Background: an optimization exercise with open tools, aiming at small area and a short achievable clock period. Do not read the settings as production practice. RTL that was checked went through simulation tests only; none was proved equivalent to the original. The RTL of run 2 was laid out without a check of its function. In run 2 the design's own scripts or RTL, not TritonCTS, make the clock network. The clock port is modelled as an ideal driver, which makes a skipped or thinned clock tree look cheaper than it is; a real chip needs a root buffer or a tree.

==> flow/design.v, too long to show whole: its modules and the start of the top module <==
// module bw_fa: 4 lines
// module bw_ha: 4 lines
// module bw_booth_enc: 12 lines
// module bw_xnor: 3 lines
// module bw_or: 3 lines
// module bw_fa1: 4 lines
// module baughWooleyArrayMultiplier: 2289 lines
// module mul32: 22 lines
module mul32 (
    input             clk,
    input      [31:0] a,
    input      [31:0] b,
    output reg [63:0] product
);
  // ...
==> flow/flow/run.sh <==
#!/bin/bash
export BUFFER_PORTS_ARGS="-buffer_cell sky130_fd_sc_hd__buf_2"
export CTS_ARGS="-sink_clustering_enable -repair_clock_nets -dont_use_dummy_load"
export POST_CTS_TCL="$PWD/flow/clock_inv.tcl"
export SETUP_SLACK_MARGIN=23.30
export POST_GLOBAL_PLACE_TCL="$PWD/flow/keep_outputs.tcl"
bash standard.sh > standard.log 2>&1
==> flow/flow/clock_inv.tcl <==
# Clock tree rework, run after CTS. CTS builds one root buffer that drives
# every leaf buffer across the die. Here the clock port instead drives up to
# four root inverters, one per quadrant of the leaves, and each leaf buffer
# becomes an inverter: every register's clock still passes through the same
# two stages (now inverting twice), keeping the tree balanced, with about
# half the insertion delay. Leaf clusters and flip-flops are left as CTS
# made them.
set root_cell sky130_fd_sc_hd__clkinv_16
set leaf_cell sky130_fd_sc_hd__clkinv_4
set block [ord::get_db_block]
set port_net [[$block findBTerm clk] getNet]
set roots {}
foreach it [$port_net getITerms] { lappend roots [$it getInst] }
if {[llength $roots] != 1} { error "clock_roots: expected one root buffer, found [llength $roots]" }
set root [lindex $roots 0]
set root_master [[$root getMaster] getName]
set root_out ""
foreach it [$root getITerms] {
  if {[$it isOutputSignal]} { set root_out [$it getNet] }
}
set leaves {}
foreach it [$root_out getITerms] {
  if {[$it isInputSignal]} { lappend leaves $it }
}
# every leaf must be a buffer whose output drives only flip-flop clock pins
foreach it $leaves {
  set li [$it getInst]
  if {![string match "*clkbuf*" [[$li getMaster] getName]]} { error "clock_roots: unexpected leaf [$li getName]" }
  foreach o [$li getITerms] {
    if {[$o isOutputSignal]} {
      foreach s [[$o getNet] getITerms] {
        if {[$s isInputSignal] && ![string match "*dfxtp*" [[[$s getInst] getMaster] getName]]} {
          error "clock_roots: leaf [$li getName] drives [[$s getInst] getName]"
        }
      }
    }
  }
}
puts "clock_roots: root [$root getName] ($root_master) drives [llength $leaves] pins"
# split the leaves at the median x, then each half at its median y
proc loc {it} {
  set b [[$it getInst] getBBox]
  return [list [expr {([$b xMin] + [$b xMax]) / 2}] [expr {([$b yMin] + [$b yMax]) / 2}]]
}
set pts {}
foreach it $leaves { lappend pts [concat [loc $it] [list $it]] }
set pts [lsort -integer -index 0 $pts]
set h [expr {[llength $pts] / 2}]
set groups {}
foreach half [list [lrange $pts 0 [expr {$h - 1}]] [lrange $pts $h end]] {
  set half [lsort -integer -index 1 $half]
  set q [expr {[llength $half] / 2}]
  lappend groups [lrange $half 0 [expr {$q - 1}]] [lrange $half $q end]
}
set n 0
foreach g $groups {
  if {[llength $g] == 0} continue
  set sx 0; set sy 0
  foreach p $g { incr sx [lindex $p 0]; incr sy [lindex $p 1] }
  set cx [expr {$sx / [llength $g]}]
  set cy [expr {$sy / [llength $g]}]
  set bname "clkroot_$n"
  set nname "clkroot_net_$n"
  set inst [odb::dbInst_create $block [[ord::get_db] findMaster $root_cell] $bname]
  set net [odb::dbNet_create $block $nname]
  $inst setLocation $cx $cy
  $inst setPlacementStatus PLACED
  $net setSigType CLOCK
  foreach p $g {
    set it [lindex $p 2]
    $it disconnect
    $it connect $net
  }
  foreach it [$inst getITerms] {
    if {[$it isOutputSignal]} { $it connect $net }
    if {[$it isInputSignal]} { $it connect $port_net }
  }
  puts "clock_roots: $bname at $cx $cy drives [llength $g] pins"
  incr n
}
# replace each leaf buffer by an inverter at the same place
set k 0
foreach it $leaves {
  set li [$it getInst]
  set in_net ""
  set out_net ""
  foreach t [$li getITerms] {
    if {[$t isInputSignal]} { set in_net [$t getNet] }
    if {[$t isOutputSignal]} { set out_net [$t getNet] }
  }
  set loc [$li getLocation]
  set ni [odb::dbInst_create $block [[ord::get_db] findMaster $leaf_cell] "clkleaf_$k"]
  $ni setLocation [lindex $loc 0] [lindex $loc 1]
  $ni setPlacementStatus PLACED
  odb::dbInst_destroy $li
  foreach t [$ni getITerms] {
    if {[$t isInputSignal]} { $t connect $in_net }
    if {[$t isOutputSignal]} { $t connect $out_net }
  }
  incr k
}
odb::dbInst_destroy $root
odb::dbNet_destroy $root_out
detailed_placement
check_placement
estimate_parasitics -placement
==> flow/flow/keep_outputs.tcl <==
set block [ord::get_db_block]
set n 0
foreach bt [$block getBTerms] {
  if {[$bt getIoType] != "OUTPUT"} continue
  set net [$bt getNet]
  foreach it [$net getITerms] {
    if {![$it isOutputSignal]} continue
    set buf [$it getInst]
    $buf setDoNotTouch 1
    incr n
    foreach bi [$buf getITerms] {
      if {![$bi isInputSignal]} continue
      foreach d [[$bi getNet] getITerms] {
        if {[$d isOutputSignal] && [[[$d getInst] getMaster] isSequential]} {
          [$d getInst] setDoNotTouch 1
          incr n
        }
      }
    }
  }
}
puts "keep_outputs: $n cells marked dont_touch"
==> flow/standard.sh <==
#!/bin/bash
# synth_recipe.tcl (not shown) runs the flow's synth.tcl, then flattens the netlist and writes it again
# the make line also repeats each setting of config.mk as NAME=value (left out here)
make -C /OpenROAD-flow-scripts/flow DESIGN_CONFIG=/design/flow/config.mk WORK_HOME=/design/flow/orfs CLKGATE_MAP_FILE= SYNTH_SCRIPT=/design/flow/synth_recipe.tcl "${@:-finish}"
==> flow/config.mk <==
export PLATFORM = sky130hd
export DESIGN_NAME = mul32
export DESIGN_NICKNAME = mul32
export VERILOG_FILES = /design/flow/design.v
export SDC_FILE = /design/flow/constraint.sdc
export NUM_CORES = 4
export LEC_CHECK = 0
export ABC_AREA = 0
export CAP_MARGIN = 20
export CORE_MARGIN = 2
export CORE_UTILIZATION = 40
export SLEW_MARGIN = 20
export SYNTH_HIERARCHICAL = 1
export SYNTH_MINIMUM_KEEP_SIZE = 0
==> flow/constraint.sdc <==
create_clock -name core_clock -period 30.0 [get_ports {clk}]
set_input_delay 6.0000 -clock core_clock [delete_from_list [all_inputs] [get_ports {clk}]]
set_output_delay 6.0000 -clock core_clock [all_outputs]
set_load 0.01 [all_outputs]
==> flow_summary.ini, run 1 <==
[run_status]
status = stopped before the end
lastStage = 4_1_cts
firstError = [ERROR ODB-0370] Attempt to disconnect term CLK of dont_touch instance product\[9\]$_DFF_P_

[die]
rows = 90
die_w_um = 250
ios = 129
initial_core_util_pct = 40.2
fp.dieH_um = 250

[placement]
portBuffers = 128
dp.cells = 3027
preCtsSetupSlack_ns = 22.87
place_area_um2 = 25100
dp_hpwl_um = 52100

[synth]
syn_inst = 2341
async_flop_share_pct = 0
synthDistinctLibCells = 45
synthTopCellsByArea = fa_1, xor2_1, o22ai_1
synth.top_cell.area_share_pct = 38.6
synth_compound_area_share_pct = 15.8
yosysSeqAreaShare_pct = 11.9
netlist_area_um2 = 24100
yosysMostFrequentCell = xor2_1
synthAdderAreaFrac_pct = 43.5
synth_top_flop_cell = dfxtp_1
synthMuxAreaShare_pct = 0
yosys.area_share.simple_pct = 2.06
avgSynthCellArea_um2 = 10.3
synth-xor-area-share_pct = 20.8
synth_edf_count = 0
synth_top_family_by_area = adder cells
syn_nets = 2966
yosys_register_bits = 144
netlist_top_cells_count = xor2_1, o22ai_1, fa_1
ys_warn_count = 7
yosysTopAreaCell = fa_1

[cts]
cts_sinks = 144
==> run 2: changes to the inputs <==
--- a/flow/design.v
+++ b/flow/design.v
@@ -2008,319 +2008,234 @@
     bw_fa fa433 (.a(p15_29), .b(s830), .ci(c829), .s(s945), .co(c946));
     bw_fa fa434 (.a(p14_31), .b(p15_30), .ci(ns14), .s(s947), .co(c948));
     assign s949 = ~p15_31;
     wire [63:0] opx = {1'b1, p15_31, s949, s947, s945, s943, c940, c938, s937, c934, c932, c930, c928, s927, c924, c922, c920, c918, c916, c914, c912, s911, c908, c906, c904, c902, c900, c898, c896, c894, c892, c890, c888, c886, c884, c882, c880, c878, c876, c874, c872, c870, c868, c866, c864, c862, c860, c858, c856, c854, c852, c850, c848, c846, c844, c842, c840, c838, c836, c834, c832, p1_0, p0_1, neg[0]};
     wire [63:0] opy = {1'b0, ns15, c948, c946, c944, c942, s941, s939, c936, s935, s933, s931, s929, c926, s925, s923, s921, s919, s917, s915, s913, c910, s909, s907, s905, s903, s901, s899, s897, s895, s893, s891, s889, s887, s885, s883, s881, s879, s877, s875, s873, s871, s869, s867, s865, s863, s861, s859, s857, s855, s853, s851, s849, s847, s845, s843, s841, s839, s837, s835, s833, s831, 1'b0, p0_0};
     wire [63:0] g0 = opx & opy;
     wire [63:0] p0 = opx ^ opy;
     wire gg1 = g0[1] | (p0[1] & g0[0]);
-    wire pp1 = p0[1] & p0[0];
-    wire gg2 = g0[3] | (p0[3] & g0[2]);
-    wire pp2 = p0[3] & p0[2];
-    wire gg3 = g0[5] | (p0[5] & g0[4]);
-    wire pp3 = p0[5] & p0[4];
-    wire gg4 = g0[7] | (p0[7] & g0[6]);
-    wire pp4 = p0[7] & p0[6];
-    wire gg5 = g0[9] | (p0[9] & g0[8]);
-    wire pp5 = p0[9] & p0[8];
-    wire gg6 = g0[11] | (p0[11] & g0[10]);
-    wire pp6 = p0[11] & p0[10];
-    wire gg7 = g0[13] | (p0[13] & g0[12]);
-    wire pp7 = p0[13] & p0[12];
-    wire gg8 = g0[15] | (p0[15] & g0[14]);
-    wire pp8 = p0[15] & p0[14];
-    wire gg9 = g0[17] | (p0[17] & g0[16]);
-    wire pp9 = p0[17] & p0[16];
-    wire gg10 = g0[19] | (p0[19] & g0[18]);
-    wire pp10 = p0[19] & p0[18];
-    wire gg11 = g0[21] | (p0[21] & g0[20]);
-    wire pp11 = p0[21] & p0[20];
-    wire gg12 = g0[23] | (p0[23] & g0[22]);
-    wire pp12 = p0[23] & p0[22];
-    wire gg13 = g0[25] | (p0[25] & g0[24]);
-    wire pp13 = p0[25] & p0[24];
-    wire gg14 = g0[27] | (p0[27] & g0[26]);
-    wire pp14 = p0[27] & p0[26];
-    wire gg15 = g0[29] | (p0[29] & g0[28]);
-    wire pp15 = p0[29] & p0[28];
-    wire gg16 = g0[31] | (p0[31] & g0[30]);
-    wire pp16 = p0[31] & p0[30];
-    wire gg17 = g0[33] | (p0[33] & g0[32]);
-    wire pp17 = p0[33] & p0[32];
-    wire gg18 = g0[35] | (p0[35] & g0[34]);
-    wire pp18 = p0[35] & p0[34];
-    wire gg19 = g0[37] | (p0[37] & g0[36]);
-    wire pp19 = p0[37] & p0[36];
-    wire gg20 = g0[39] | (p0[39] & g0[38]);
-    wire pp20 = p0[39] & p0[38];
-    wire gg21 = g0[41] | (p0[41] & g0[40]);
-    wire pp21 = p0[41] & p0[40];
-    wire gg22 = g0[43] | (p0[43] & g0[42]);
-    wire pp22 = p0[43] & p0[42];
-    wire gg23 = g0[45] | (p0[45] & g0[44]);
-    wire pp23 = p0[45] & p0[44];
-    wire gg24 = g0[47] | (p0[47] & g0[46]);
-    wire pp24 = p0[47] & p0[46];
-    wire gg25 = g0[49] | (p0[49] & g0[48]);
-    wire pp25 = p0[49] & p0[48];
-    wire gg26 = g0[51] | (p0[51] & g0[50]);
-    wire pp26 = p0[51] & p0[50];
-    wire gg27 = g0[53] | (p0[53] & g0[52]);
-    wire pp27 = p0[53] & p0[52];
-    wire gg28 = g0[55] | (p0[55] & g0[54]);
-    wire pp28 = p0[55] & p0[54];
-    wire gg29 = g0[57] | (p0[57] & g0[56]);
-    wire pp29 = p0[57] & p0[56];
-    wire gg30 = g0[59] | (p0[59] & g0[58]);
-    wire pp30 = p0[59] & p0[58];
-    wire gg31 = g0[61] | (p0[61] & g0[60]);
-    wire pp31 = p0[61] & p0[60];
-    wire gg32 = g0[63] | (p0[63] & g0[62]);
-    wire pp32 = p0[63] & p0[62];
-    wire gg33 = gg2 | (pp2 & gg1);
-    wire pp33 = pp2 & pp1;
-    wire gg34 = gg4 | (pp4 & gg3);
-    wire pp34 = pp4 & pp3;
-    wire gg35 = gg6 | (pp6 & gg5);
-    wire pp35 = pp6 & pp5;
-    wire gg36 = gg8 | (pp8 & gg7);
-    wire pp36 = pp8 & pp7;
-    wire gg37 = gg10 | (pp10 & gg9);
-    wire pp37 = pp10 & pp9;
-    wire gg38 = gg12 | (pp12 & gg11);
-    wire pp38 = pp12 & pp11;
-    wire gg39 = gg14 | (pp14 & gg13);
-    wire pp39 = pp14 & pp13;
-    wire gg40 = gg16 | (pp16 & gg15);
-    wire pp40 = pp16 & pp15;
-    wire gg41 = gg18 | (pp18 & gg17);
-    wire pp41 = pp18 & pp17;
-    wire gg42 = gg20 | (pp20 & gg19);
-    wire pp42 = pp20 & pp19;
-    wire gg43 = gg22 | (pp22 & gg21);
-    wire pp43 = pp22 & pp21;
-    wire gg44 = gg24 | (pp24 & gg23);
-    wire pp44 = pp24 & pp23;
-    wire gg45 = gg26 | (pp26 & gg25);
-    wire pp45 = pp26 & pp25;
-    wire gg46 = gg28 | (pp28 & gg27);
-    wire pp46 = pp28 & pp27;
-    wire gg47 = gg30 | (pp30 & gg29);
-    wire pp47 = pp30 & pp29;
-    wire gg48 = gg32 | (pp32 & gg31);
-    wire pp48 = pp32 & pp31;
-    wire gg49 = gg34 | (pp34 & gg33);
-    wire pp49 = pp34 & pp33;
-    wire gg50 = gg36 | (pp36 & gg35);
-    wire pp50 = pp36 & pp35;
-    wire gg51 = gg38 | (pp38 & gg37);
-    wire pp51 = pp38 & pp37;
-    wire gg52 = gg40 | (pp40 & gg39);
-    wire pp52 = pp40 & pp39;
-    wire gg53 = gg42 | (pp42 & gg41);
-    wire pp53 = pp42 & pp41;
-    wire gg54 = gg44 | (pp44 & gg43);
-    wire pp54 = pp44 & pp43;
-    wire gg55 = gg46 | (pp46 & gg45);
-    wire pp55 = pp46 & pp45;
-    wire gg56 = gg48 | (pp48 & gg47);
-    wire pp56 = pp48 & pp47;
-    wire gg57 = gg50 | (pp50 & gg49);
-    wire pp57 = pp50 & pp49;
-    wire gg58 = gg52 | (pp52 & gg51);
-    wire pp58 = pp52 & pp51;
-    wire gg59 = gg54 | (pp54 & gg53);
-    wire pp59 = pp54 & pp53;
-    wire gg60 = gg56 | (pp56 & gg55);
-    wire pp60 = pp56 & pp55;
-    wire gg61 = gg58 | (pp58 & gg57);
-    wire pp61 = pp58 & pp57;
+    wire gg2 = g0[2] | (p0[2] & gg1);
+    wire gg3 = g0[3] | (p0[3] & gg2);
+    wire gg4 = g0[4] | (p0[4] & gg3);
+    wire gg5 = g0[5] | (p0[5] & gg4);
+    wire gg6 = g0[6] | (p0[6] & gg5);
+    wire gg7 = g0[7] | (p0[7] & gg6);
+    wire gg8 = g0[8] | (p0[8] & gg7);
+    wire gg9 = g0[9] | (p0[9] & gg8);
+    wire gg10 = g0[10] | (p0[10] & gg9);
+    wire gg11 = g0[11] | (p0[11] & gg10);
+    wire gg12 = g0[12] | (p0[12] & gg11);
+    wire gg13 = g0[13] | (p0[13] & gg12);
+    wire gg14 = g0[14] | (p0[14] & gg13);
+    wire gg15 = g0[15] | (p0[15] & gg14);
+    wire gg16 = g0[17] | (p0[17] & g0[16]);
+    wire pp16 = p0[17] & p0[16];
+    wire gg17 = g0[19] | (p0[19] & g0[18]);
+    wire pp17 = p0[19] & p0[18];
+    wire gg18 = g0[21] | (p0[21] & g0[20]);
+    wire pp18 = p0[21] & p0[20];
+    wire gg19 = g0[23] | (p0[23] & g0[22]);
+    wire pp19 = p0[23] & p0[22];
+    wire gg20 = g0[25] | (p0[25] & g0[24]);
+    wire pp20 = p0[25] & p0[24];
+    wire gg21 = g0[27] | (p0[27] & g0[26]);
+    wire pp21 = p0[27] & p0[26];
+    wire gg22 = g0[29] | (p0[29] & g0[28]);
+    wire pp22 = p0[29] & p0[28];
+    wire gg23 = g0[31] | (p0[31] & g0[30]);
+    wire pp23 = p0[31] & p0[30];
+    wire gg24 = g0[33] | (p0[33] & g0[32]);
+    wire pp24 = p0[33] & p0[32];
+    wire gg25 = g0[35] | (p0[35] & g0[34]);
+    wire pp25 = p0[35] & p0[34];
+    wire gg26 = g0[37] | (p0[37] & g0[36]);
+    wire pp26 = p0[37] & p0[36];
+    wire gg27 = g0[39] | (p0[39] & g0[38]);
+    wire pp27 = p0[39] & p0[38];
+    wire gg28 = g0[41] | (p0[41] & g0[40]);
+    wire pp28 = p0[41] & p0[40];
+    wire gg29 = g0[43] | (p0[43] & g0[42]);
+    wire pp29 = p0[43] & p0[42];
+    wire gg30 = g0[45] | (p0[45] & g0[44]);
+    wire pp30 = p0[45] & p0[44];
+    wire gg31 = g0[47] | (p0[47] & g0[46]);
+    wire pp31 = p0[47] & p0[46];
+    wire gg32 = g0[49] | (p0[49] & g0[48]);
+    wire pp32 = p0[49] & p0[48];
+    wire gg33 = g0[51] | (p0[51] & g0[50]);
+    wire pp33 = p0[51] & p0[50];
+    wire gg34 = g0[53] | (p0[53] & g0[52]);
+    wire pp34 = p0[53] & p0[52];
+    wire gg35 = g0[55] | (p0[55] & g0[54]);
+    wire pp35 = p0[55] & p0[54];
+    wire gg36 = g0[57] | (p0[57] & g0[56]);
+    wire pp36 = p0[57] & p0[56];
+    wire gg37 = g0[59] | (p0[59] & g0[58]);
+    wire pp37 = p0[59] & p0[58];
+    wire gg38 = g0[61] | (p0[61] & g0[60]);
+    wire pp38 = p0[61] & p0[60];
+    wire gg39 = g0[63] | (p0[63] & g0[62]);
+    wire pp39 = p0[63] & p0[62];
+    wire gg40 = gg17 | (pp17 & gg16);
+    wire pp40 = pp17 & pp16;
+    wire gg41 = gg19 | (pp19 & gg18);
+    wire pp41 = pp19 & pp18;
+    wire gg42 = gg21 | (pp21 & gg20);
+    wire pp42 = pp21 & pp20;
+    wire gg43 = gg23 | (pp23 & gg22);
+    wire pp43 = pp23 & pp22;
+    wire gg44 = gg25 | (pp25 & gg24);
+    wire pp44 = pp25 & pp24;
+    wire gg45 = gg27 | (pp27 & gg26);
+    wire pp45 = pp27 & pp26;
+    wire gg46 = gg29 | (pp29 & gg28);
+    wire pp46 = pp29 & pp28;
+    wire gg47 = gg31 | (pp31 & gg30);
+    wire pp47 = pp31 & pp30;
+    wire gg48 = gg33 | (pp33 & gg32);
+    wire pp48 = pp33 & pp32;
+    wire gg49 = gg35 | (pp35 & gg34);
+    wire pp49 = pp35 & pp34;
+    wire gg50 = gg37 | (pp37 & gg36);
+    wire pp50 = pp37 & pp36;
+    wire gg51 = gg39 | (pp39 & gg38);
+    wire pp51 = pp39 & pp38;
+    wire gg52 = gg41 | (pp41 & gg40);
+    wire pp52 = pp41 & pp40;
+    wire gg53 = gg43 | (pp43 & gg42);
+    wire pp53 = pp43 & pp42;
+    wire gg54 = gg45 | (pp45 & gg44);
+    wire pp54 = pp45 & pp44;
+    wire gg55 = gg47 | (pp47 & gg46);
+    wire pp55 = pp47 & pp46;
+    wire gg56 = gg49 | (pp49 & gg48);
+    wire pp56 = pp49 & pp48;
+    wire gg57 = gg51 | (pp51 & gg50);
+    wire pp57 = pp51 & pp50;
+    wire gg58 = gg53 | (pp53 & gg52);
+    wire pp58 = pp53 & pp52;
+    wire gg59 = gg55 | (pp55 & gg54);
+    wire pp59 = pp55 & pp54;
+    wire gg60 = gg57 | (pp57 & gg56);
+    wire pp60 = pp57 & pp56;
+    wire gg61 = gg58 | (pp58 & gg15);
     wire gg62 = gg60 | (pp60 & gg59);
     wire pp62 = pp60 & pp59;
     wire gg63 = gg62 | (pp62 & gg61);
-    wire pp63 = pp62 & pp61;
     wire gg64 = gg59 | (pp59 & gg61);
-    wire pp64 = pp59 & pp61;
-    wire gg65 = gg51 | (pp51 & gg57);
-    wire pp65 = pp51 & pp57;
-    wire gg66 = gg53 | (pp53 & gg61);
-    wire pp66 = pp53 & pp61;
-    wire gg67 = gg55 | (pp55 & gg64);
-    wire pp67 = pp55 & pp64;
-    wire gg68 = gg35 | (pp35 & gg49);
-    wire pp68 = pp35 & pp49;
-    wire gg69 = gg37 | (pp37 & gg57);
-    wire pp69 = pp37 & pp57;
-    wire gg70 = gg39 | (pp39 & gg65);
-    wire pp70 = pp39 & pp65;
-    wire gg71 = gg41 | (pp41 & gg61);
-    wire pp71 = pp41 & pp61;
-    wire gg72 = gg43 | (pp43 & gg66);
-    wire pp72 = pp43 & pp66;
-    wire gg73 = gg45 | (pp45 & gg64);
-    wire pp73 = pp45 & pp64;
-    wire gg74 = gg47 | (pp47 & gg67);
-    wire pp74 = pp47 & pp67;
-    wire gg75 = gg3 | (pp3 & gg33);
-    wire pp75 = pp3 & pp33;
-    wire gg76 = gg5 | (pp5 & gg49);
-    wire pp76 = pp5 & pp49;
-    wire gg77 = gg7 | (pp7 & gg68);
-    wire pp77 = pp7 & pp68;
-    wire gg78 = gg9 | (pp9 & gg57);
-    wire pp78 = pp9 & pp57;
-    wire gg79 = gg11 | (pp11 & gg69);
-    wire pp79 = pp11 & pp69;
-    wire gg80 = gg13 | (pp13 & gg65);
-    wire pp80 = pp13 & pp65;
-    wire gg81 = gg15 | (pp15 & gg70);
-    wire pp81 = pp15 & pp70;
-    wire gg82 = gg17 | (pp17 & gg61);
-    wire pp82 = pp17 & pp61;
-    wire gg83 = gg19 | (pp19 & gg71);
-    wire pp83 = pp19 & pp71;
-    wire gg84 = gg21 | (pp21 & gg66);
-    wire pp84 = pp21 & pp66;
-    wire gg85 = gg23 | (pp23 & gg72);
-    wire pp85 = pp23 & pp72;
-    wire gg86 = gg25 | (pp25 & gg64);
-    wire pp86 = pp25 & pp64;
-    wire gg87 = gg27 | (pp27 & gg73);
-    wire pp87 = pp27 & pp73;
-    wire gg88 = gg29 | (pp29 & gg67);
-    wire pp88 = pp29 & pp67;
-    wire gg89 = gg31 | (pp31 & gg74);
-    wire pp89 = pp31 & pp74;
-    wire gg90 = g0[2] | (p0[2] & gg1);
-    wire pp90 = p0[2] & pp1;
-    wire gg91 = g0[4] | (p0[4] & gg33);
-    wire pp91 = p0[4] & pp33;
-    wire gg92 = g0[6] | (p0[6] & gg75);
-    wire pp92 = p0[6] & pp75;
-    wire gg93 = g0[8] | (p0[8] & gg49);
-    wire pp93 = p0[8] & pp49;
-    wire gg94 = g0[10] | (p0[10] & gg76);
-    wire pp94 = p0[10] & pp76;
-    wire gg95 = g0[12] | (p0[12] & gg68);
-    wire pp95 = p0[12] & pp68;
-    wire gg96 = g0[14] | (p0[14] & gg77);
-    wire pp96 = p0[14] & pp77;
-    wire gg97 = g0[16] | (p0[16] & gg57);
-    wire pp97 = p0[16] & pp57;
-    wire gg98 = g0[18] | (p0[18] & gg78);
-    wire pp98 = p0[18] & pp78;
-    wire gg99 = g0[20] | (p0[20] & gg69);
-    wire pp99 = p0[20] & pp69;
-    wire gg100 = g0[22] | (p0[22] & gg79);
-    wire pp100 = p0[22] & pp79;
-    wire gg101 = g0[24] | (p0[24] & gg65);
-    wire pp101 = p0[24] & pp65;
-    wire gg102 = g0[26] | (p0[26] & gg80);
-    wire pp102 = p0[26] & pp80;
-    wire gg103 = g0[28] | (p0[28] & gg70);
-    wire pp103 = p0[28] & pp70;
-    wire gg104 = g0[30] | (p0[30] & gg81);
-    wire pp104 = p0[30] & pp81;
-    wire gg105 = g0[32] | (p0[32] & gg61);
-    wire pp105 = p0[32] & pp61;
-    wire gg106 = g0[34] | (p0[34] & gg82);
-    wire pp106 = p0[34] & pp82;
-    wire gg107 = g0[36] | (p0[36] & gg71);
-    wire pp107 = p0[36] & pp71;
-    wire gg108 = g0[38] | (p0[38] & gg83);
-    wire pp108 = p0[38] & pp83;
-    wire gg109 = g0[40] | (p0[40] & gg66);
-    wire pp109 = p0[40] & pp66;
-    wire gg110 = g0[42] | (p0[42] & gg84);
-    wire pp110 = p0[42] & pp84;
-    wire gg111 = g0[44] | (p0[44] & gg72);
-    wire pp111 = p0[44] & pp72;
-    wire gg112 = g0[46] | (p0[46] & gg85);
-    wire pp112 = p0[46] & pp85;
-    wire gg113 = g0[48] | (p0[48] & gg64);
-    wire pp113 = p0[48] & pp64;
-    wire gg114 = g0[50] | (p0[50] & gg86);
-    wire pp114 = p0[50] & pp86;
-    wire gg115 = g0[52] | (p0[52] & gg73);
-    wire pp115 = p0[52] & pp73;
-    wire gg116 = g0[54] | (p0[54] & gg87);
-    wire pp116 = p0[54] & pp87;
-    wire gg117 = g0[56] | (p0[56] & gg67);
-    wire pp117 = p0[56] & pp67;
-    wire gg118 = g0[58] | (p0[58] & gg88);
-    wire pp118 = p0[58] & pp88;
-    wire gg119 = g0[60] | (p0[60] & gg74);
-    wire pp119 = p0[60] & pp74;
-    wire gg120 = g0[62] | (p0[62] & gg89);
-    wire pp120 = p0[62] & pp89;
+    wire gg65 = gg52 | (pp52 & gg15);
+    wire gg66 = gg54 | (pp54 & gg61);
+    wire gg67 = gg56 | (pp56 & gg64);
+    wire gg68 = gg40 | (pp40 & gg15);
+    wire gg69 = gg42 | (pp42 & gg65);
+    wire gg70 = gg44 | (pp44 & gg61);
+    wire gg71 = gg46 | (pp46 & gg66);
+    wire gg72 = gg48 | (pp48 & gg64);
+    wire gg73 = gg50 | (pp50 & gg67);
+    wire gg74 = gg16 | (pp16 & gg15);
+    wire gg75 = gg18 | (pp18 & gg68);
+    wire gg76 = gg20 | (pp20 & gg65);
+    wire gg77 = gg22 | (pp22 & gg69);
+    wire gg78 = gg24 | (pp24 & gg61);
+    wire gg79 = gg26 | (pp26 & gg70);
+    wire gg80 = gg28 | (pp28 & gg66);
+    wire gg81 = gg30 | (pp30 & gg71);
+    wire gg82 = gg32 | (pp32 & gg64);
+    wire gg83 = gg34 | (pp34 & gg72);
+    wire gg84 = gg36 | (pp36 & gg67);
+    wire gg85 = gg38 | (pp38 & gg73);
+    wire gg86 = g0[16] | (p0[16] & gg15);
+    wire gg87 = g0[18] | (p0[18] & gg74);
+    wire gg88 = g0[20] | (p0[20] & gg68);
+    wire gg89 = g0[22] | (p0[22] & gg75);
+    wire gg90 = g0[24] | (p0[24] & gg65);
+    wire gg91 = g0[26] | (p0[26] & gg76);
+    wire gg92 = g0[28] | (p0[28] & gg69);
+    wire gg93 = g0[30] | (p0[30] & gg77);
+    wire gg94 = g0[32] | (p0[32] & gg61);
+    wire gg95 = g0[34] | (p0[34] & gg78);
+    wire gg96 = g0[36] | (p0[36] & gg70);
+    wire gg97 = g0[38] | (p0[38] & gg79);
+    wire gg98 = g0[40] | (p0[40] & gg66);
+    wire gg99 = g0[42] | (p0[42] & gg80);
+    wire gg100 = g0[44] | (p0[44] & gg71);
+    wire gg101 = g0[46] | (p0[46] & gg81);
+    wire gg102 = g0[48] | (p0[48] & gg64);
+    wire gg103 = g0[50] | (p0[50] & gg82);
+    wire gg104 = g0[52] | (p0[52] & gg72);
+    wire gg105 = g0[54] | (p0[54] & gg83);
+    wire gg106 = g0[56] | (p0[56] & gg67);
+    wire gg107 = g0[58] | (p0[58] & gg84);
+    wire gg108 = g0[60] | (p0[60] & gg73);
+    wire gg109 = g0[62] | (p0[62] & gg85);
     assign product[0] = p0[0];
     assign product[1] = p0[1] ^ g0[0];
     assign product[2] = p0[2] ^ gg1;
-    assign product[3] = p0[3] ^ gg90;
-    assign product[4] = p0[4] ^ gg33;
-    assign product[5] = p0[5] ^ gg91;
-    assign product[6] = p0[6] ^ gg75;
-    assign product[7] = p0[7] ^ gg92;
-    assign product[8] = p0[8] ^ gg49;
-    assign product[9] = p0[9] ^ gg93;
-    assign product[10] = p0[10] ^ gg76;
-    assign product[11] = p0[11] ^ gg94;
-    assign product[12] = p0[12] ^ gg68;
-    assign product[13] = p0[13] ^ gg95;
-    assign product[14] = p0[14] ^ gg77;
-    assign product[15] = p0[15] ^ gg96;
-    assign product[16] = p0[16] ^ gg57;
-    assign product[17] = p0[17] ^ gg97;
-    assign product[18] = p0[18] ^ gg78;
-    assign product[19] = p0[19] ^ gg98;
-    assign product[20] = p0[20] ^ gg69;
-    assign product[21] = p0[21] ^ gg99;
-    assign product[22] = p0[22] ^ gg79;
-    assign product[23] = p0[23] ^ gg100;
+    assign product[3] = p0[3] ^ gg2;
+    assign product[4] = p0[4] ^ gg3;
+    assign product[5] = p0[5] ^ gg4;
+    assign product[6] = p0[6] ^ gg5;
+    assign product[7] = p0[7] ^ gg6;
+    assign product[8] = p0[8] ^ gg7;
+    assign product[9] = p0[9] ^ gg8;
+    assign product[10] = p0[10] ^ gg9;
+    assign product[11] = p0[11] ^ gg10;
+    assign product[12] = p0[12] ^ gg11;
+    assign product[13] = p0[13] ^ gg12;
+    assign product[14] = p0[14] ^ gg13;
+    assign product[15] = p0[15] ^ gg14;
+    assign product[16] = p0[16] ^ gg15;
+    assign product[17] = p0[17] ^ gg86;
+    assign product[18] = p0[18] ^ gg74;
+    assign product[19] = p0[19] ^ gg87;
+    assign product[20] = p0[20] ^ gg68;
+    assign product[21] = p0[21] ^ gg88;
+    assign product[22] = p0[22] ^ gg75;
+    assign product[23] = p0[23] ^ gg89;
     assign product[24] = p0[24] ^ gg65;
-    assign product[25] = p0[25] ^ gg101;
-    assign product[26] = p0[26] ^ gg80;
-    assign product[27] = p0[27] ^ gg102;
-    assign product[28] = p0[28] ^ gg70;
-    assign product[29] = p0[29] ^ gg103;
-    assign product[30] = p0[30] ^ gg81;
-    assign product[31] = p0[31] ^ gg104;
+    assign product[25] = p0[25] ^ gg90;
+    assign product[26] = p0[26] ^ gg76;
+    assign product[27] = p0[27] ^ gg91;
+    assign product[28] = p0[28] ^ gg69;
+    assign product[29] = p0[29] ^ gg92;
+    assign product[30] = p0[30] ^ gg77;
+    assign product[31] = p0[31] ^ gg93;
     assign product[32] = p0[32] ^ gg61;
-    assign product[33] = p0[33] ^ gg105;
-    assign product[34] = p0[34] ^ gg82;
-    assign product[35] = p0[35] ^ gg106;
-    assign product[36] = p0[36] ^ gg71;
-    assign product[37] = p0[37] ^ gg107;
-    assign product[38] = p0[38] ^ gg83;
-    assign product[39] = p0[39] ^ gg108;
+    assign product[33] = p0[33] ^ gg94;
+    assign product[34] = p0[34] ^ gg78;
+    assign product[35] = p0[35] ^ gg95;
+    assign product[36] = p0[36] ^ gg70;
+    assign product[37] = p0[37] ^ gg96;
+    assign product[38] = p0[38] ^ gg79;
+    assign product[39] = p0[39] ^ gg97;
     assign product[40] = p0[40] ^ gg66;
-    assign product[41] = p0[41] ^ gg109;
-    assign product[42] = p0[42] ^ gg84;
-    assign product[43] = p0[43] ^ gg110;
-    assign product[44] = p0[44] ^ gg72;
-    assign product[45] = p0[45] ^ gg111;
-    assign product[46] = p0[46] ^ gg85;
-    assign product[47] = p0[47] ^ gg112;
+    assign product[41] = p0[41] ^ gg98;
+    assign product[42] = p0[42] ^ gg80;
+    assign product[43] = p0[43] ^ gg99;
+    assign product[44] = p0[44] ^ gg71;
+    assign product[45] = p0[45] ^ gg100;
+    assign product[46] = p0[46] ^ gg81;
+    assign product[47] = p0[47] ^ gg101;
     assign product[48] = p0[48] ^ gg64;
-    assign product[49] = p0[49] ^ gg113;
-    assign product[50] = p0[50] ^ gg86;
-    assign product[51] = p0[51] ^ gg114;
-    assign product[52] = p0[52] ^ gg73;
-    assign product[53] = p0[53] ^ gg115;
-    assign product[54] = p0[54] ^ gg87;
-    assign product[55] = p0[55] ^ gg116;
+    assign product[49] = p0[49] ^ gg102;
+    assign product[50] = p0[50] ^ gg82;
+    assign product[51] = p0[51] ^ gg103;
+    assign product[52] = p0[52] ^ gg72;
+    assign product[53] = p0[53] ^ gg104;
+    assign product[54] = p0[54] ^ gg83;
+    assign product[55] = p0[55] ^ gg105;
     assign product[56] = p0[56] ^ gg67;
-    assign product[57] = p0[57] ^ gg117;
-    assign product[58] = p0[58] ^ gg88;
-    assign product[59] = p0[59] ^ gg118;
-    assign product[60] = p0[60] ^ gg74;
-    assign product[61] = p0[61] ^ gg119;
-    assign product[62] = p0[62] ^ gg89;
-    assign product[63] = p0[63] ^ gg120;
+    assign product[57] = p0[57] ^ gg106;
+    assign product[58] = p0[58] ^ gg84;
+    assign product[59] = p0[59] ^ gg107;
+    assign product[60] = p0[60] ^ gg73;
+    assign product[61] = p0[61] ^ gg108;
+    assign product[62] = p0[62] ^ gg85;
+    assign product[63] = p0[63] ^ gg109;
 endmodule
 module mul32 (
     input             clk,
     input      [31:0] a,
     input      [31:0] b,
     output reg [63:0] product
 );
     reg  [31:0] na_q;
==> flow/flow/keep_outputs.tcl (replaced) <==
set block [ord::get_db_block]
set n 0
foreach bt [$block getBTerms] {
  if {[$bt getIoType] != "OUTPUT"} continue
  foreach it [[$bt getNet] getITerms] {
    if {[$it isOutputSignal]} {
      [$it getInst] setDoNotTouch 1
      incr n
    }
  }
}
puts "keep_outputs: $n output buffers marked dont_touch"
==> flow/config.mk (replaced) <==
export PLATFORM = sky130hd
export DESIGN_NAME = mul32
export DESIGN_NICKNAME = mul32
export VERILOG_FILES = /design/flow/design.v
export SDC_FILE = /design/flow/constraint.sdc
export NUM_CORES = 4
export LEC_CHECK = 0
export ABC_AREA = 1
export CAP_MARGIN = 20
export CORE_MARGIN = 2
export CORE_UTILIZATION = 40
export SLEW_MARGIN = 20
export SYNTH_HIERARCHICAL = 1
export SYNTH_MINIMUM_KEEP_SIZE = 0
==> run 2 against run 1 <==
  * The run now finishes clean
  * Synthesized cell count up 2.0%
  * Synthesized area grew 0.12%
==> flow_summary.ini, run 2 <==
[synth]
synthDistinctLibCells = 36
yosysSeqAreaShare_pct = 11.9
synth_top_flop_cell = dfxtp_1
ys_warn_count = 7
syn_inst = 2387
syn_nets = 3005
synthTopCellsByArea = fa_1, xor2_1, o22ai_1
avgSynthCellArea_um2 = 10.1
yosysTopAreaCell = fa_1
async_flop_share_pct = 0
synth.top_cell.area_share_pct = 39.1
yosys_register_bits = 144
yosysMostFrequentCell = xor2_1
netlist_top_cells_count = xor2_1, o22ai_1, fa_1
netlist_area_um2 = 24200
synth_edf_count = 0

[worst_setup_path]
reg2reg_from = na_q[2]
worstReg2RegEnd = product[62]
r2r_setup_slack_ns = 22.42
critPathCaptureType = flop
cp.required_ns = 30.09
crit_path_end = product[62]
cp_max_fo = 3
crit_type = flop to flop
cp-startpoint = na_q[2]
rr_worst_depth = 35
slowest_stage = fa_1
critical_path_arrival_ns = 7.67
cp_common_cell = fa_2
start_kind = flop
max_stage_delay_ns = 0.42

[detailed_routing]
drc = 0
vias = 19600
drtIter0Drc = 2069
totalWireLength_um = 82100
vias_per_cell = 6.29
firstDrtPassIters = 7
wl_per_cell_um = 26.3
ant_nets = 0

[worst_hold_path]
min-delay-path-class = flop to flop

[cts]
cts_sinks = 144
path_clk_slew_ns = 0.08
clk_latency_ns = 0.16

[die]
die_w_um = 250
die-area_um2 = 62400
core_um2 = 60000
initial_core_util_pct = 40.3
fp.dieH_um = 250
rows = 90
ios = 129

[placement]
place_area_um2 = 25100
dp.cells = 3059
portBuffers = 128
dp_hpwl_um = 51600

[global_routing]
grt_pass1_wl_um = 125000
grt_pass1_vias = 20600
grt_start_max_net_pins = 35
grt_antenna_before_repair = 1
grt_usage_pct = 26.2
grt_overflow_total = 0

[run_status]
status = timing/DRC/antenna clean

[final_layout]
area_growth_pct = 7.80
final_common_cell = xor2_1
top_register = product
largest_reg_flops = 64
regArea_um2 = 3000
fin_area_um2 = 26000
nNetsFinal = 2955
drive_gt1_share_pct = 17.0
multiInputGateArea_um2 = 19800
fillers = 5702
stdcell_count = 3118
layout_common_cells = xor2_1, o22ai_1, fa_1, buf_2, inv_1
reg_top3 = product (64), na_q (32)

[sta]
slew_headroom_pct = 24.4
worst_pin_slew_ns = 1.13
finalMaxSlewViolations = 0
finalCritPeriodShare_pct = 25.3
hold_slack_ns = 0.821
max_clock_freq_mhz = 132
tns_ns = 0
rsz0062_at_grt = yes
hold_violations = 0
fin_worst_skew_ns = 0.0363
setup_viol_count_final = 0
fin_crit_ns = 7.58

[job]
drv_cap = 0
==> run 2: changes by cell type after synthesis, moves of 9 or more <==
cell | before | now
and3b_1 | 14 | 0
ha_1 | 95 | 81
nand2_1 | 18 | 97
clkbuf_1 | 237 | 222
nor2_1 | 39 | 25
buf_2 | 0 | 48
a21o_1 | 22 | 8
xnor2_1 | 38 | 29
inv_1 | 69 | 118
buf_1 | 35 | 2
a21oi_1 | 55 | 26
==> run 2: through the flow <==
| step | setup slack (ns) | util, % |
|---|---|---|
| after floorplan | 22.83 | - |
| after global routing | 22.27 | 43.4 |
| after global placement | 21.73 | 41.9 |
| after detailed placement | 21.64 | 41.9 |
| final | 22.42 | 43.4 |
==> run 2: area by class of cell <==
class / instances / share of cell area (%)
antenna: 1 / 0.00961
inverter: 141 / 2.79
multi-input combinational: 1834 / 76.2
sequential: 144 / 11.5
tap: 782 / 3.76
timing repair buffer: 216 / 5.71
==> run 2: worst min path at each step <==
stage	start	to	cells past startpoint
after detailed placement	neg_q[0]	product[0]	1
final	na_q[0]	product[0]	4
after floorplan	neg_q[0]	product[0]	2
after global placement	neg_q[0]	product[0]	1
after global routing	none_q[0]	product[0]	3
==> run 2: logic make-up (layout without fill, tap and decap cells) <==
kind of cell	after synthesis	count (layout)	synth area share, %
buffers and inverters	409	357	6.86
xor gates and xnor gates	566	566	20.5
adders and majority gates	553	553	43.3
AOI/OAI and AO/OA	565	565	14.7
DFF	144	144	11.9
other	0	1	0
and+or+nand+nor	150	150	2.71
==> run 2: worst max-delay path, delay by kind of cell (launching register included) <==
family,cells,cell delay [ns]
and+or+nand+nor,11,0.88
xor gates and xnor gates,1,0.18
AOI/OAI and AO/OA,2,0.29
buffers and inverters,5,0.37
DFF,1,0.35
adders and majority gates,16,5.46
==> run 2: per-module statistics from Yosys (local to each module, per instance), a selection <==
module / flops+latches / cell area [µm²]
bw_xnor: 0 / 18.8
bw_fa: 0 / 20.0
bw_booth_enc: 0 / 559
bw_ha: 0 / 12.5
mul32: 144 / 3000
baughWooleyArrayMultiplier: 0 / 11500
bw_or: 0 / 11.3
==> run 2: layer usage <==
layer,up-vias,routed length [µm],global-route usage [%]
li1,7874,-,-
met1,9949,30800,33.4
met2,1480,38200,41.9
met3,311,8650,5.36
met4,0,4440,13.9
met5,-,0,0

==> afterwards: timing with drivers on the ports <==
The results above use ideal ports. As a check the final layout listed here was re-extracted and re-timed, cells and wires unchanged. Step 1 (the two cells are an assumption about what drives the block):
set clk [get_ports {clk}]
set_driving_cell -lib_cell sky130_fd_sc_hd__clkbuf_16 $clk
set_driving_cell -lib_cell sky130_fd_sc_hd__buf_2 [delete_from_list [all_inputs] $clk]
Step 2, shift: input delay + t, output delay - t, t = (earliest + latest rising clock arrival at the registers) / 2. This alone moves slack from input paths to output paths. a / b / c = ideal ports / drivers / drivers and shift; a / b = the first two.
run: run 2
t (ns): 0.392
slack for setup (ns): 22.419 / 22.417 / 22.417
worst hold slack (ns): 0.821 / 0.821 / 0.821
worst data-port slew with drivers (ns): 0.05
cell pins on the clock port's net: 4
After both steps setup and hold are still met in run 2. For run 2, drivers alone change the setup slack by -0.002 ns; drivers and shift together by -0.002 ns.
